Context: an optimization exercise on an open-source flow, tuned for small area. The choices shown serve that exercise and are no tape-out recipe. The RTL was checked by simulation tests, not by an equivalence proof against the original design. Power and IR drop assume default switching activity.

== the previous run ==
## core
module core(
  clock, extReset,
  extTriggerIn,
  opcode, config_data, execute, indata, outputBusy,
  sampleReady50, outputSend, stableInput,
  memoryWrData, memoryRead, memoryWrite, memoryLastWrite,
  extTriggerOut, armLED,
  triggerLED, wrFlags, extTestMode);
input clock;
input extReset;
input [7:0] opcode;
input [31:0] config_data;
input execute;
input [31:0] indata;
input outputBusy;
input extTriggerIn;
output sampleReady50;
output outputSend;
output [31:0] stableInput;
output [31:0] memoryWrData;
output memoryRead;
output memoryWrite;
output memoryLastWrite;
output extTriggerOut;
output armLED;
output triggerLED;
output wrFlags;
output extTestMode;
reg resetCmd;
reg dec_trig;      
reg dec_long;      
reg dec_short;     
reg [3:0] dec_lo;
always @(posedge clock)
begin
  resetCmd <= execute & (opcode == 8'h00);
  dec_trig <= execute & (opcode[7:4] == 4'hC);
  dec_long <= execute & (opcode[7:3] == 5'b10000);
  dec_short <= execute & (opcode[7:3] == 5'b00000);
  dec_lo <= opcode[3:0];
end
  ...
==> flow/config.mk <==
export PLATFORM = sky130hd
export DESIGN_NAME = core
export DESIGN_NICKNAME = core
export VERILOG_FILES = /design/flow/design.v
export SDC_FILE = /design/flow/constraint.sdc
export NUM_CORES = 4
export LEC_CHECK = 0
export CAP_MARGIN = 20
export CORE_MARGIN = 2
export CORE_UTILIZATION = 78
export SLEW_MARGIN = 20
export CTS_ARGS = -sink_clustering_enable -repair_clock_nets -dont_use_dummy_load -buf_list sky130_fd_sc_hd__clkbuf_4 -sink_clustering_size 10 -sink_clustering_max_diameter 40
export BUFFER_PORTS_ARGS = -buffer_cell sky130_fd_sc_hd__buf_1
==> flow/constraint.sdc <==
create_clock -name core_clock -period 6.0 [get_ports {clock}]
set_input_delay 1.2000 -clock core_clock [delete_from_list [all_inputs] [get_ports {clock}]]
set_output_delay 1.2000 -clock core_clock [all_outputs]
set_load 0.01 [all_outputs]
standard.sh (not shown) runs the stock make flow with config.mk's settings and CLKGATE_MAP_FILE= SYNTH_SCRIPT=/design/flow/synth_recipe.tcl, a recipe that flattens the netlist after the stock synthesis.
==> flow/flow/run.sh <==
#!/bin/bash
set -e
cat >> config.mk <<'EOF'
export CTS_ARGS = -sink_clustering_enable -repair_clock_nets -dont_use_dummy_load -buf_list sky130_fd_sc_hd__clkbuf_4 -sink_clustering_size 10 -sink_clustering_max_diameter 40
export BUFFER_PORTS_ARGS = -buffer_cell sky130_fd_sc_hd__buf_1
EOF
rm -rf scripts_local
cp -r "$FLOW_HOME/scripts" scripts_local
cp flow/abc_speed.script scripts_local/abc_speed.script
bash standard.sh SCRIPTS_DIR="$PWD/scripts_local" > standard.log 2>&1
==> flow/flow/abc_speed.script <==
&get -n
&st
&dch
&nf -p -R 1000 -a
&st
&syn2
&if -g -K 6
&synch2
&nf -p -R 1000 -a
&st
&dch
&nf -p -R 1000 -a
&put
topo
dnsize -c
stime -c
The previous run | status: complete | timing, DRC, antenna: pass
Relative to the previous run, the following input files were edited for the current run:
- CORE_UTILIZATION changed from 78 to 65
- CTS_ARGS changed from -sink_clustering_enable -repair_clock_nets -dont_use_dummy_load -buf_list sky130_fd_sc_hd__clkbuf_4 -sink_clustering_size 10 -sink_clustering_max_diameter 40 to -sink_clustering_enable -repair_clock_nets -dont_use_dummy_load -buf_list sky130_fd_sc_hd__clkbuf_8 -sink_clustering_size 16 -sink_clustering_max_diameter 60
-- flow/flow/run.sh --
<<< the previous run, line 4
export CTS_ARGS = -sink_clustering_enable -repair_clock_nets -dont_use_dummy_load -buf_list sky130_fd_sc_hd__clkbuf_4 -sink_clustering_size 10 -sink_clustering_max_diameter 40
>>> the current run, line 4
export CTS_ARGS = -sink_clustering_enable -repair_clock_nets -dont_use_dummy_load -buf_list sky130_fd_sc_hd__clkbuf_8 -sink_clustering_size 16 -sink_clustering_max_diameter 60
--- outcome ---
In the current run the detailed-route via count turned out 2133 lower than in the previous run.
Compared to the previous run, the current run was floorplanned on a bigger die.
Against the previous run, the current run comes in 10 points lower on met1 usage in global routing.
Compared with the previous run, in the current run first-pass GRT wire length decreased about 1%, total of clock buffers placed in the layout decreased about 40%, summed area of non-filler cells in the final layout increased 460 um^2.
In terms of area occupied by multi-input gates, the previous run and the current run differ only marginally.
Largest net degree at the start of global routing was lower in the run labelled the previous run.
Across both runs, power share of the combinational group was lower for the current run than for the previous run.
There was hardly any difference in data arrival time of the critical path between the previous run and the current run.

afterwards: timing with drivers on the ports:
The flow's constraints put no driver on any port. The routed layouts listed below were extracted and timed again, unchanged, in two steps.
Step 1: set_driving_cell puts a clkbuf_16 on clock and a buf_2 on each other input, an assumption about the parent block.
Step 2 also shifts input and output timing later by t, the mid clock arrival at the registers, as if the neighbouring blocks saw the same clock.
Three values: no drivers, after step 1, after step 2; two values: the first two.
run | t (ns) | setup slack, ns | worst setup path at the end | worst register clock-pin slew, ns
the previous run | 1.067 | 1.838 / 1.838 / 1.838 | register to register | 0.12 / 0.12
the current run | 0.803 | 1.581 / 1.581 / 1.581 | register to register | 0.11 / 0.11
After both steps every run listed still meets setup and hold.
